Source: an optimization exercise on an open RTL-to-GDS flow (aim: small area and a short achievable clock period). Production flows keep margins and buffers that such runs may drop.
The RTL was checked by simulation tests, not by an equivalence proof against the original design.

## run 1
Design Microprocessor, start of the top module:
module Microprocessor(
    input        clk_in,
    input        clr,
    input  [7:0] instruction,
    output [7:0] counter2,
    output [6:0] seg1,
    output [6:0] seg2,
    output [6:0] seg3,
    output [6:0] seg4,
    output [6:0] seg5,
    output [6:0] seg6
    );
Size: ~1700 cells after synthesis.
==> module Microprocessor, before the edit <==
module Microprocessor(
    input        clk_in,
    input        clr,
    input  [7:0] instruction,
    output [7:0] counter2,
    output [6:0] seg1,
    output [6:0] seg2,
    output [6:0] seg3,
    output [6:0] seg4,
    output [6:0] seg5,
    output [6:0] seg6
    );
  wire [1:0] op = instruction[7:6];
  wire [1:0] rs = instruction[5:4];
  wire [1:0] rt = instruction[3:2];
  wire [1:0] fi = instruction[1:0];
  wire [7:0] imm = {{6{fi[1]}}, fi};
  wire op_add  = (op == 2'b00);
  wire op_load = (op == 2'b01);
  wire op_st   = (op == 2'b10);
  wire op_br   = (op == 2'b11);
  reg [7:0] pc;
  reg [7:0] r0, r1, r2, r3;
  reg [7:0] mem [0:31];
  reg [7:0] ra, rb;
  always @(*) begin
    case (rs)
      2'd0: ra = r0;
      2'd1: ra = r1;
      2'd2: ra = r2;
      default: ra = r3;
    endcase
    case (rt)
      2'd0: rb = r0;
      2'd1: rb = r1;
      2'd2: rb = r2;
      default: rb = r3;
    endcase
  end
  wire [7:0] la  = ra + imm;
  wire [7:0] sum = ra + rb;
  wire [7:0] alu = op[0] ^ op[1] ? la : sum;
  wire [2:0] lo  = {1'b0, ra[1:0]} + {1'b0, fi};
  wire       c0  = lo[2];
  wire       cp1 = c0 & ~fi[1];
  wire       cz  = ~(c0 ^ fi[1]);
  wire       cm1 = ~c0 & fi[1];
  function [9:0] qdec(input [7:0] r);
    integer j;
    begin
      qdec[0] = (r[7:2] == 6'h3f);
      for (j = 0; j <= 8; j = j + 1)
        qdec[j+1] = (r[7:2] == j);
    end
  endfunction
  wire [9:0] q0 = qdec(r0);
  wire [9:0] q1 = qdec(r1);
  wire [9:0] q2 = qdec(r2);
  wire [9:0] q3 = qdec(r3);
  reg  [9:0] q;
  always @(*) begin
    case (rs)
      2'd0: q = q0;
      2'd1: q = q1;
      2'd2: q = q2;
      default: q = q3;
    endcase
  end
  genvar gi;
  wire [7:0] p2;    
  generate
    for (gi = 0; gi < 8; gi = gi + 1) begin : g_p2
      assign p2[gi] = (cz & q[gi+1]) | (cp1 & q[gi]) | (cm1 & q[gi+2]);
    end
  endgenerate
  wire [3:0] p1;    
  generate
    for (gi = 0; gi < 4; gi = gi + 1) begin : g_p1
      assign p1[gi] = (lo[1:0] == gi);
    end
  endgenerate
  reg [7:0] grp [0:7];
  reg [7:0] ld;
  integer g, j;
  always @(*) begin
    for (g = 0; g < 8; g = g + 1) begin
      grp[g] = 8'd0;
      for (j = 0; j < 4; j = j + 1)
        grp[g] = grp[g] | ({8{p1[j]}} & mem[4*g+j]);
    end
    ld = 8'd0;
    for (g = 0; g < 8; g = g + 1)
      ld = ld | ({8{p2[g]}} & grp[g]);
  end
  wire st_ok = op_st & (la[7:5] == 3'b000);
  reg [7:0] disp;
  always @(*) begin
    case (op)
      2'b00: disp = sum;
      2'b01: disp = ld;
      2'b10: disp = rb;
      default: disp = 8'd0;
    endcase
  end
  wire [7:0] value = op[0] ? ld : sum;
  wire [1:0] wreg = op[0] ? rt : fi;
  always @(posedge clk_in or posedge clr) begin
    if (clr) begin
      pc <= 8'd0;
      r0 <= 8'd0;
      r1 <= 8'd0;
      r2 <= 8'd0;
      r3 <= 8'd0;
    end else begin
      pc <= pc + (op_br ? imm : 8'd0) + 8'd1;
      if (~op[1] && wreg == 2'd0) r0 <= value;
      if (~op[1] && wreg == 2'd1) r1 <= value;
      if (~op[1] && wreg == 2'd2) r2 <= value;
      if (~op[1] && wreg == 2'd3) r3 <= value;
    end
  end
  generate
    for (gi = 0; gi < 32; gi = gi + 1) begin : g_mem
      localparam [7:0] RV = (gi < 16) ? gi : (8'd0 - (gi - 16));
      always @(posedge clk_in or posedge clr) begin
        if (clr)
          mem[gi] <= RV;
        else if (st_ok && la[4:0] == gi)
          mem[gi] <= rb;
      end
    end
  endgenerate
  assign counter2 = pc - 8'd1;
  bcd_to_7 u_seg1(.bcd(disp[7:4]), .seg(seg1));
  bcd_to_7 u_seg2(.bcd(disp[3:0]), .seg(seg2));
  bcd_to_7 u_seg3(.bcd(pc[7:4]),   .seg(seg3));
  bcd_to_7 u_seg4(.bcd(pc[3:0]),   .seg(seg4));
  bcd_to_7 u_seg5(.bcd(alu[7:4]),  .seg(seg5));
  bcd_to_7 u_seg6(.bcd(alu[3:0]),  .seg(seg6));
endmodule
clock: 9.0 ns
lec_check: 0
cap_margin: 0
core_margin: 2
core_utilization: 60
setup_slack_margin: 2.5
slew_margin: 0
tns_end_percent: 10
standard.sh (not shown) runs the stock make flow with config.mk's settings and CLKGATE_MAP_FILE= SYNTH_SCRIPT=/design/flow/synth_recipe.tcl, a recipe that flattens the netlist after the stock synthesis.
==> flow/flow/run.sh <==
#!/bin/bash
# Layout flow: the standard synthesis, then the combinational logic is
# re-mapped by ABC (flip-flops untouched: same instances, names and cells),
# then the standard layout from floorplan to finish.
set -euo pipefail
W=$(pwd)
R=$W/orfs/results/sky130hd/Microprocessor/base
LIB=$FLOW_HOME/platforms/sky130hd/lib/sky130_fd_sc_hd__tt_025C_1v80.lib
EXTRA=()
[[ -f flow/make_args.txt ]] && mapfile -t EXTRA < flow/make_args.txt

bash standard.sh "${EXTRA[@]}" synth > synth_std.log 2>&1

# combinational cell models from the liberty file
python3 flow/gen_cells.py $LIB > comb_cells.v

DU=""
for c in $(sed -n '/DONT_USE_CELLS += /,/^#/p' $FLOW_HOME/platforms/sky130hd/config.mk | grep -o 'sky130_fd_sc_hd__[a-z0-9_]*'); do
  DU="$DU -dont_use $c"
done

cp $R/1_2_yosys.v $R/1_2_yosys_std.v
cat > resynth.ys <<EOY
read_verilog comb_cells.v
read_liberty -lib -ignore_redef $LIB
read_verilog $R/1_2_yosys_std.v
hierarchy -top $FLOW_TOP
flatten
hierarchy -top $FLOW_TOP
read_liberty -lib -ignore_redef $LIB
opt -purge
techmap
opt -fast
abc -script $W/flow/resyn.abc $(cat flow/abc_args.txt 2>/dev/null || true) -liberty $LIB $DU
opt_clean -purge
hilomap -singleton -hicell sky130_fd_sc_hd__conb_1 HI -locell sky130_fd_sc_hd__conb_1 LO
splitnets
opt_clean -purge
insbuf -buf sky130_fd_sc_hd__buf_4 A X
check -assert -mapped
tee -o resynth_stat.txt stat -liberty $LIB
write_verilog -noattr -noexpr -nohex -nodec $W/resynth_out.v
EOY
yosys -s resynth.ys > resynth.log 2>&1
cp $W/resynth_out.v $R/1_2_yosys.v
rm -f $R/1_synth.odb $R/1_synth.sdc

bash standard.sh "${EXTRA[@]}" finish > layout.log 2>&1
Other scripts of this flow, unchanged in this note and not shown: flow/flow/abc_args.txt, flow/flow/gen_cells.py, flow/flow/make_args.txt, flow/flow/resyn.abc
Run 1: no failed stages, no open violations at the end
Modified inputs, run 2 compared to run 1
--- a/flow/design.v
+++ b/flow/design.v
@@ -68,32 +68,18 @@
   wire [2:0] lo  = {1'b0, ra[1:0]} + {1'b0, fi};
   wire       c0  = lo[2];
   wire       cp1 = c0 & ~fi[1];
   wire       cz  = ~(c0 ^ fi[1]);
   wire       cm1 = ~c0 & fi[1];
-  function [9:0] qdec(input [7:0] r);
-    integer j;
-    begin
-      qdec[0] = (r[7:2] == 6'h3f);
-      for (j = 0; j <= 8; j = j + 1)
-        qdec[j+1] = (r[7:2] == j);
+  wire [9:0] q;
+  assign q[0] = (ra[7:2] == 6'h3f);
+  genvar gi;
+  generate
+    for (gi = 0; gi <= 8; gi = gi + 1) begin : g_q
+      assign q[gi+1] = (ra[7:2] == gi);
     end
-  endfunction
-  wire [9:0] q0 = qdec(r0);
-  wire [9:0] q1 = qdec(r1);
-  wire [9:0] q2 = qdec(r2);
-  wire [9:0] q3 = qdec(r3);
-  reg  [9:0] q;
-  always @(*) begin
-    case (rs)
-      2'd0: q = q0;
-      2'd1: q = q1;
-      2'd2: q = q2;
-      default: q = q3;
-    endcase
-  end
-  genvar gi;
+  endgenerate
   wire [7:0] p2;    
   generate
     for (gi = 0; gi < 8; gi = gi + 1) begin : g_p2
       assign p2[gi] = (cz & q[gi+1]) | (cp1 & q[gi]) | (cm1 & q[gi+2]);
     end
@@ -102,24 +88,23 @@
   generate
     for (gi = 0; gi < 4; gi = gi + 1) begin : g_p1
       assign p1[gi] = (lo[1:0] == gi);
     end
   endgenerate
-  reg [7:0] grp [0:7];
+  wire [31:0] sel;
+  generate
+    for (gi = 0; gi < 32; gi = gi + 1) begin : g_sel
+      assign sel[gi] = p1[gi % 4] & p2[gi / 4];
+    end
+  endgenerate
   reg [7:0] ld;
-  integer g, j;
+  integer k;
   always @(*) begin
-    for (g = 0; g < 8; g = g + 1) begin
-      grp[g] = 8'd0;
-      for (j = 0; j < 4; j = j + 1)
-        grp[g] = grp[g] | ({8{p1[j]}} & mem[4*g+j]);
-    end
     ld = 8'd0;
-    for (g = 0; g < 8; g = g + 1)
-      ld = ld | ({8{p2[g]}} & grp[g]);
+    for (k = 0; k < 32; k = k + 1)
+      ld = ld | ({8{sel[k]}} & mem[k]);
   end
-  wire st_ok = op_st & (la[7:5] == 3'b000);
   reg [7:0] disp;
   always @(*) begin
     case (op)
       2'b00: disp = sum;
       2'b01: disp = ld;
@@ -148,11 +133,11 @@
     for (gi = 0; gi < 32; gi = gi + 1) begin : g_mem
       localparam [7:0] RV = (gi < 16) ? gi : (8'd0 - (gi - 16));
       always @(posedge clk_in or posedge clr) begin
         if (clr)
           mem[gi] <= RV;
-        else if (st_ok && la[4:0] == gi)
+        else if (op_st && sel[gi])
           mem[gi] <= rb;
       end
     end
   endgenerate
   assign counter2 = pc - 8'd1;
Summary: with run 1 as the reference, post-synthesis instance area in run 2 moved down slightly. Run 1 → run 2: clock latency on the worst-skew pair held steady; placed cell area shrank by about 1.3%; number of instances in the synthesized netlist shrank by 4.4%. Between run 1 and run 2, post-route fraction of the period consumed by the critical path increased. In run 2, the largest fanout on the critical path came out 6 below the value in run 1.

==> static timing again, ports no longer ideal <==
The results above use ideal ports. As a check the final layouts listed here were re-extracted and re-timed, cells and wires unchanged. Step 1, drivers: a clkbuf_16 drives clk_in and a buf_2 each remaining input, both assumed. Step 2, shift: input delay + t, output delay - t, t = (earliest + latest rising clock arrival at the registers) / 2. This alone moves slack from input paths to output paths. a / b / c = ideal / step 1 / step 2; a / b = the first two.
run	shift t [ns]	setup WS [ns]	clock arrival spread, ns	cell pins on the clock port's net
run 1	0.558	1.613 / 1.564 / 1.564	0.079 / 0.080	1
run 2	0.553	1.119 / 1.054 / 1.054	0.071 / 0.070	1
After both steps every run listed still meets setup and hold. The setup slack of run 2, which loses most, moves by -0.065 ns with the drivers and by -0.065 ns with both steps.
